Background: an optimization exercise with open tools, aiming at small area. Do not read the settings as production practice.
In this exercise RTL edits were held to simulation tests only and were not proved equivalent to the original.
Power and IR drop assume default switching activity.

Design kgp_risc, start of the top module:
module kgp_risc( input wire clk, input wire rst,
	output wire [31:0] imem_addr, input wire [31:0] imem_data,
	output wire [9:0] dmem_addr, output wire [31:0] dmem_wdata, output wire dmem_we, output wire dmem_re, input wire [31:0] dmem_rdata );
Size: roughly 140 I/O pins, ~60,000 µm² of cells after synthesis.
==> module nd4, before the edit <==
module nd4(input wire a, input wire b, input wire c, input wire d, output wire y);
	assign y = ~(a & b & c & d);
endmodule
==> module or4, before the edit <==
module or4(input wire a, input wire b, input wire c, input wire d, output wire y);
	assign y = a | b | c | d;
endmodule
==> module rdbit, before the edit <==
module rdbit(input wire [31:0] s, input wire [31:0] d, output wire y);
	wire [9:0] t;
	wire u;
	genvar k;
	generate for (k = 0; k < 10; k = k + 1) begin : A
		ao3 u (.s0(s[3*k]), .d0(d[3*k]), .s1(s[3*k+1]), .d1(d[3*k+1]), .s2(s[3*k+2]), .d2(d[3*k+2]), .y(t[k]));
	end endgenerate
	wire [2:0] w;
	ao22 u10 (.a(s[30]), .b(d[30]), .c(s[31]), .d(d[31]), .y(u));
	nd4 n0 (.a(t[0]), .b(t[1]), .c(t[2]), .d(t[3]), .y(w[0]));
	nd4 n1 (.a(t[4]), .b(t[5]), .c(t[6]), .d(t[7]), .y(w[1]));
	nd n2 (.a(t[8]), .b(t[9]), .y(w[2]));
	or4 o (.a(w[0]), .b(w[1]), .c(w[2]), .d(u), .y(y));
endmodule
clock: 25.0 ns
lec_check: 0
cap_margin: 20
core_margin: 2
core_utilization: 50
cts_cluster_diameter: 90
cts_cluster_size: 24
place_density: 0.65
slew_margin: 20
synth_hierarchical: 1
synth_minimum_keep_size: 0
standard.sh (not shown) runs the stock make flow with config.mk's settings and CLKGATE_MAP_FILE= SYNTH_SCRIPT=/design/flow/synth_recipe.tcl, a recipe that flattens the netlist after the stock synthesis.
==> flow/flow/run.sh <==
#!/bin/bash
# Own layout flow: the standard ORFS flow (standard.sh, with the unchanged standard
# synthesis and every step as standard), except that
#  - port buffering uses buf_2 cells (BUFFER_PORTS_ARGS) instead of ORFS's default choice;
#    every input and output port still gets its own buffer;
#  - clock tree synthesis runs with the same sink clustering as config.mk asks for, but
#    without dummy load cells (CTS_ARGS).
# make's full output goes to standard_finish.log here; ORFS keeps each step's log in orfs/logs.
set -euo pipefail
W=$PWD
bash standard.sh \
  "BUFFER_PORTS_ARGS=-buffer_cell sky130_fd_sc_hd__buf_2" \
  "CTS_ARGS=-sink_clustering_enable -repair_clock_nets -sink_clustering_size 24 -sink_clustering_max_diameter 90 -dont_use_dummy_load" \
  finish > "$W/standard_finish.log" 2>&1
Edit:
--- a/flow/design.v
+++ b/flow/design.v
@@ -1010,16 +1010,10 @@
 	assign y = ~(a ^ b);
 endmodule
 module nd(input wire a, input wire b, output wire y);
 	assign y = ~(a & b);
 endmodule
-module nd4(input wire a, input wire b, input wire c, input wire d, output wire y);
-	assign y = ~(a & b & c & d);
-endmodule
-module or4(input wire a, input wire b, input wire c, input wire d, output wire y);
-	assign y = a | b | c | d;
-endmodule
 module cge(input wire a, input wire b, input wire p, input wire c, output wire cn);
 	assign cn = ~((a & b) | (p & c));
 endmodule
 module cgo(input wire nab, input wire pn, input wire cn, output wire c);
 	assign c = ~(nab & (pn | cn));
@@ -1040,16 +1034,12 @@
 	wire u;
 	genvar k;
 	generate for (k = 0; k < 10; k = k + 1) begin : A
 		ao3 u (.s0(s[3*k]), .d0(d[3*k]), .s1(s[3*k+1]), .d1(d[3*k+1]), .s2(s[3*k+2]), .d2(d[3*k+2]), .y(t[k]));
 	end endgenerate
-	wire [2:0] w;
 	ao22 u10 (.a(s[30]), .b(d[30]), .c(s[31]), .d(d[31]), .y(u));
-	nd4 n0 (.a(t[0]), .b(t[1]), .c(t[2]), .d(t[3]), .y(w[0]));
-	nd4 n1 (.a(t[4]), .b(t[5]), .c(t[6]), .d(t[7]), .y(w[1]));
-	nd n2 (.a(t[8]), .b(t[9]), .y(w[2]));
-	or4 o (.a(w[0]), .b(w[1]), .c(w[2]), .d(u), .y(y));
+	assign y = ~&t | u;
 endmodule
 module rce(input wire a, input wire b, input wire c, output wire s, output wire cn, output wire p);
 	xr u0 (.a(a), .b(b), .y(p));
 	xr u1 (.a(p), .b(c), .y(s));
 	cge u2 (.a(a), .b(b), .p(p), .c(c), .cn(cn));
Outcome: Worst setup slack improves by 0.43 ns. Synthesized area hardly moves. Sequential power barely changes. Non-clock buffer count falls by 30. Critical path depth rises by 2. Register-to-register slack improves by 0.32 ns. Cell count is about the same. Wire length rises by 0.51%.

## separate check: timing with driven ports
In the flow no input, the clock included, has a driving cell. The finished layouts below were timed again as built, in two steps.
Step 1 (the two cells are an assumption about what drives the block):
set clk [get_ports {clk}]
set_driving_cell -lib_cell sky130_fd_sc_hd__clkbuf_16 $clk
set_driving_cell -lib_cell sky130_fd_sc_hd__buf_2 [delete_from_list [all_inputs] $clk]
Step 2 adds t to the input delays and takes it off the output delays; t is the mean of the earliest and latest rising clock arrival at the registers after step 1. Input paths then give back, and output paths get back, about the clock's delay inside the block.
a / b / c = no drivers / after step 1 / after step 2; a / b = the first two.
run | shift t [ns] | setup slack, ns | hold slack, ns | latest minus earliest clock arrival (ns) | pins driven straight from the clock port
the first run | 0.752 | 4.484 / 4.533 / 3.781 | 0.495 / 0.495 / 0.495 | 0.116 / 0.116 | 1
the second run | 0.744 | 4.917 / 4.943 / 4.200 | 0.489 / 0.489 / 0.489 | 0.137 / 0.137 | 1
After both steps every run listed still meets setup and hold. For the second run, which loses most, drivers alone change the setup slack by +0.026 ns; drivers and shift together by -0.717 ns.
